Source: an optimization exercise on an open RTL-to-GDS flow (aim: small area and a short achievable clock period). Production flows keep margins and buffers that such runs may drop. The RTL was checked by simulation tests, not by an equivalence proof against the original design. No activity file was given, so power comes from the tool's default toggle rates.

## matrix_dot_4x4
module matrix_dot_4x4 (
    input clk,
    input reset,
    input [7:0] A_in_0, A_in_1, A_in_2, A_in_3,
    input [7:0] B_in_0, B_in_1, B_in_2, B_in_3,
    output [31:0] C_out_00, C_out_01, C_out_02, C_out_03,
    output [31:0] C_out_10, C_out_11, C_out_12, C_out_13,
    output [31:0] C_out_20, C_out_21, C_out_22, C_out_23,
    output [31:0] C_out_30, C_out_31, C_out_32, C_out_33
);
Size in the first run: about 5,300 cells after synthesis, ~1,100 flip-flops, about 580 I/O pins, ~0.057 mm2 of cells after synthesis.
make LEC_CHECK=0 CAP_MARGIN=5 CORE_MARGIN=2 CORE_UTILIZATION=40 CTS_CLUSTER_DIAMETER=120 CTS_CLUSTER_SIZE=24 SETUP_SLACK_MARGIN=2.6 SLEW_MARGIN=5 SYNTH_HIERARCHICAL=1 TNS_END_PERCENT=20 finish   # period 5.0 ns
run.sh (not shown) runs the stock make flow with config.mk's settings and CLKGATE_MAP_FILE= SYNTH_SCRIPT=/design/flow/synth_recipe.tcl, a recipe that flattens the netlist after the stock synthesis.
The starting point passed the timing, design-rule and antenna checks.
Then changed:
==> flow/flow/run.sh (new file) <==
#!/bin/bash
# Layout flow: the standard layout (standard.sh), with the port buffers
# made of plain buffers instead of the delay-cell footprint buffer_ports picks
# by default. Every tool's output goes to standard.log in this folder.
set -euo pipefail
export BUFFER_PORTS_ARGS="-buffer_cell sky130_fd_sc_hd__buf_2"
bash standard.sh finish > standard.log 2>&1
==> flow/standard.sh (new file) <==
#!/bin/bash
# synth_recipe.tcl (not shown) runs the flow's synth.tcl, then flattens the netlist and writes it again
# the make line also repeats each setting of config.mk as NAME=value (left out here)
make -C /OpenROAD-flow-scripts/flow DESIGN_CONFIG=/design/flow/config.mk WORK_HOME=/design/flow/orfs CLKGATE_MAP_FILE= SYNTH_SCRIPT=/design/flow/synth_recipe.tcl "${@:-finish}"
CORE_UTILIZATION = 46   (was 40)
removed: flow/run.sh
Result:
- non-clock buffer count grows by 3
- routed wire length shrinks by 2.6%
- hold slack gets better by 0.027 ns
- combinational power grows by about 2%
- die area shrinks by about 13%


north:
Starting RTL as in the previous note.
==> flow/config.mk <==
export PLATFORM = sky130hd
export DESIGN_NAME = matrix_dot_4x4
export DESIGN_NICKNAME = matrix_dot_4x4
export VERILOG_FILES = /design/flow/design.v
export SDC_FILE = /design/flow/constraint.sdc
export NUM_CORES = 4
export LEC_CHECK = 0
export CAP_MARGIN = 0
export CORE_MARGIN = 2
export CORE_UTILIZATION = 40
export CTS_CLUSTER_DIAMETER = 135
export CTS_CLUSTER_SIZE = 27
export SETUP_SLACK_MARGIN = 2.6
export SLEW_MARGIN = 0
export SYNTH_HIERARCHICAL = 1
export TNS_END_PERCENT = 5
==> flow/constraint.sdc <==
create_clock -name core_clock -period 5.0 [get_ports {clk}]
set_input_delay 1.0000 -clock core_clock [delete_from_list [all_inputs] [get_ports {clk}]]
set_output_delay 1.0000 -clock core_clock [all_outputs]
set_load 0.01 [all_outputs]
standard.sh (not shown) runs the stock make flow with config.mk's settings and CLKGATE_MAP_FILE= SYNTH_SCRIPT=/design/flow/synth_recipe.tcl, a recipe that flattens the netlist after the stock synthesis.
==> flow/flow/run.sh <==
#!/bin/bash
# Layout flow: the standard layout (standard.sh), with the port buffers
# made of plain buffers instead of the delay-cell footprint buffer_ports picks
# by default. Every tool's output goes to standard.log in this folder.
set -euo pipefail
export BUFFER_PORTS_ARGS="-buffer_cell sky130_fd_sc_hd__buf_2"
bash standard.sh finish > standard.log 2>&1
## Diff of input files: south against north
Settings: CORE_UTILIZATION now 46, was 40; CTS_CLUSTER_DIAMETER now 120, was 135; CTS_CLUSTER_SIZE now 24, was 27.
## What came out
The lower maximum clock frequency of north and south is in south.
The higher final routed wire length divided by cell count of north and south is in south.
south reports a higher total routing resource utilization after global routing than north does.
Relative to north, combinational group power has gone up in south.
Changes in east relative to south:
Settings: CORE_UTILIZATION: 46 -> 40.
Notes after the runs:
Between east and south, it is east whose final worst-path cycle share is lower, by 1.2 points. east ended up with a lower arrival time of the worst setup path than south did. Diff south -> east: non-clock buffer count level, met3 layer wire length in the routed design dropped about 1%, required time of the critical path fell by 0.02 ns, register-to-register slack grew by 0.06 ns, final clock skew decreased 0.013 ns.
[inputs] west vs east
Settings: changing CORE_UTILIZATION from 40 to 34.
Results
- west against east: wire length of the first global-routing pass up 2.2%; total power after layout did not really move; met1 layer wirelength in the final routing has decreased.
- east → west: combinational share of power saw little to no change, via count roughly the same.


== build 63 ==
matrix_dot_4x4 again, from the RTL that the note above started with.
clock: 5.0 ns
lec_check: 0
cap_margin: 0
core_margin: 2
core_utilization: 40
cts_cluster_diameter: 120
cts_cluster_size: 24
setup_slack_margin: 2.8
slew_margin: 0
synth_hierarchical: 1
tns_end_percent: 5
Scripts as last shown in full above: flow/flow/run.sh
--- input diff build 63..build 66 ---
Settings: changing SLEW_MARGIN from 0 to 5; changing TNS_END_PERCENT from 5 to 20; changing CAP_MARGIN from 0 to 5; changing SETUP_SLACK_MARGIN from 2.8 to 2.6.
--- outcome ---
- Build 63 → build 66: count of clock-buffer cells in the layout now sits lower; sum of internal, switching and leakage power lower; multiplexer fraction of the synthesized cell area held steady; number of antenna repair diodes went up.
- Global-route usage of build 63 is on par with build 66.
- Going from build 63 to build 66, routed wire length on met3 grows by about 2.3%.
For build 20, these inputs were changed with respect to build 66:
Settings: SLEW_MARGIN: 5 -> 0; ABC_AREA: unset -> 1; TNS_END_PERCENT: 20 -> 5; CAP_MARGIN: 5 -> 0.
Findings:
- Build 20: area overhead of the layout relative to synthesis is 1.8 points lower than what build 66 reported.
- Build 20: flow completed, timing, DRC and antenna clean
- Per the comparison of build 20 with build 66, fmax moved up; share of the core filled with cells in the final layout went down 0.51 points; parity-gate share of the synthesized area counting xor and xnor cells decreased 2.5 points.
- [diff] headroom to the max-slew limit, build 20 relative to build 66: regression
> inputs changed (build 20 -> build 46)
Settings: CAP_MARGIN: 0 -> 20; ABC_AREA: 1 -> unset; SLEW_MARGIN: 0 -> 20; TNS_END_PERCENT: 5 -> unset.
==> flow/run.sh (new file) <==
#!/bin/bash
# synth_recipe.tcl (not shown) runs the flow's synth.tcl, then flattens the netlist and writes it again
# the make line also repeats each setting of config.mk as NAME=value (left out here)
make -C /OpenROAD-flow-scripts/flow DESIGN_CONFIG=/design/flow/config.mk WORK_HOME=/design/flow/orfs CLKGATE_MAP_FILE= SYNTH_SCRIPT=/design/flow/synth_recipe.tcl finish
removed: flow/flow/run.sh
removed: flow/standard.sh
- Changes observed in build 46 relative to build 20: standard-cell row count now smaller, design area dropped 5600 sq um.
- Worst setup slack (lower): build 46
- Hold slack is higher on build 46
- Note that the count of fill cells added during filler insertion recorded for build 46 amounts to 0.80 times the value seen in build 20.
- Build 46: clock-buffer cell count is 3 higher than what build 20 reported.
- Summary of build 46 over build 20: slew at the pin with the worst max-slew slack moved down; non-clock buffer count moved up; share of cell area taken by flip-flops and latches moved up; internal power contribution moved up.
diff inputs: build 46 => build 26
Settings: changing CAP_MARGIN from 20 to 0; changing SLEW_MARGIN from 20 to 0; setting TNS_END_PERCENT to 5 for the first time.
==> flow/flow/run.sh (new file) <==
#!/bin/bash
# Layout flow: the standard layout (standard.sh), with the port buffers
# made of plain buffers instead of the delay-cell footprint buffer_ports picks
# by default. Every tool's output goes to standard.log in this folder.
set -euo pipefail
export BUFFER_PORTS_ARGS="-buffer_cell sky130_fd_sc_hd__buf_1"
bash standard.sh finish > standard.log 2>&1
==> flow/standard.sh (new file) <==
#!/bin/bash
# synth_recipe.tcl (not shown) runs the flow's synth.tcl, then flattens the netlist and writes it again
# the make line also repeats each setting of config.mk as NAME=value (left out here)
make -C /OpenROAD-flow-scripts/flow DESIGN_CONFIG=/design/flow/config.mk WORK_HOME=/design/flow/orfs CLKGATE_MAP_FILE= SYNTH_SCRIPT=/design/flow/synth_recipe.tcl "${@:-finish}"
removed: flow/run.sh
Findings:
Build 26 vs build 46 on proportion of power drawn by combinational gates: build 26 is the lower one. Compared with build 46, build 26 shows wire length of the first global-routing pass that has gone down slightly. Higher sequential share of layout area was reported by build 26, not build 46. Routing usage on met2 (lower): build 26. Compared with build 46, build 26 shows total clock buffers created by CTS lower by 1. On routed wire length, the higher figure sits with build 46, not build 26. Compared with build 46, power in build 26 decreased by a little under 10%. Compared with build 46, build 26 shows a critical path depth that is 6 lower.

-- port drivers added, routing unchanged --
No port has a modelled driver above. Below, the same layouts with a new extraction and two added sets of constraints. Step 1: set_driving_cell puts a clkbuf_16 on clk and a buf_2 on each other input, an assumption about the parent block. Step 2 moves the port delays by t, midway between the first and last clock arrival at a register: inputs arrive t later, outputs are due t later. That takes back most of the time a late clock gives input paths. Three values: no drivers, after step 1, after step 2; two values: the first two.
| run | shift t [ns] | setup WS [ns] | worst hold slack (ns) | clock arrival spread, ns | worst data-port slew with drivers (ns) |
|---|---|---|---|---|---|
| the first run of note 1 | 0.748 | 2.381 / 2.301 / 1.732 | 0.330 / 0.330 / 0.330 | 0.061 / 0.060 | 0.14 |
| the second run of note 1 | 0.748 | 2.478 / 2.478 / 1.842 | 0.357 / 0.357 / 0.357 | 0.038 / 0.038 | 0.15 |
| north | 0.738 | 2.467 / 2.467 / 1.836 | 0.350 / 0.350 / 0.350 | 0.036 / 0.036 | 0.15 |
| south | 0.736 | 2.418 / 2.418 / 1.812 | 0.365 / 0.365 / 0.365 | 0.053 / 0.053 | 0.18 |
| east | 0.748 | 2.480 / 2.480 / 1.837 | 0.365 / 0.365 / 0.365 | 0.037 / 0.038 | 0.15 |
| west | 0.760 | 2.465 / 2.465 / 1.759 | 0.369 / 0.369 / 0.369 | 0.041 / 0.041 | 0.13 |
| build 63 | 0.746 | 2.477 / 2.477 / 1.835 | 0.365 / 0.365 / 0.365 | 0.036 / 0.036 | 0.16 |
| build 66 | 0.752 | 2.492 / 2.492 / 1.832 | 0.364 / 0.364 / 0.364 | 0.044 / 0.044 | 0.17 |
| build 20 | 0.759 | 2.547 / 2.463 / 1.776 | 0.364 / 0.364 / 0.364 | 0.063 / 0.064 | 0.17 |
| build 46 | 0.754 | 2.467 / 2.467 / 1.761 | 0.368 / 0.368 / 0.368 | 0.059 / 0.059 | 0.16 |
| build 26 | 0.749 | 2.399 / 2.376 / 1.627 | 0.348 / 0.348 / 0.348 | 0.042 / 0.042 | 0.15 |
After both steps every run listed still meets setup and hold. The setup slack of build 26, which loses most, moves by -0.023 ns with the drivers and by -0.772 ns with both steps.
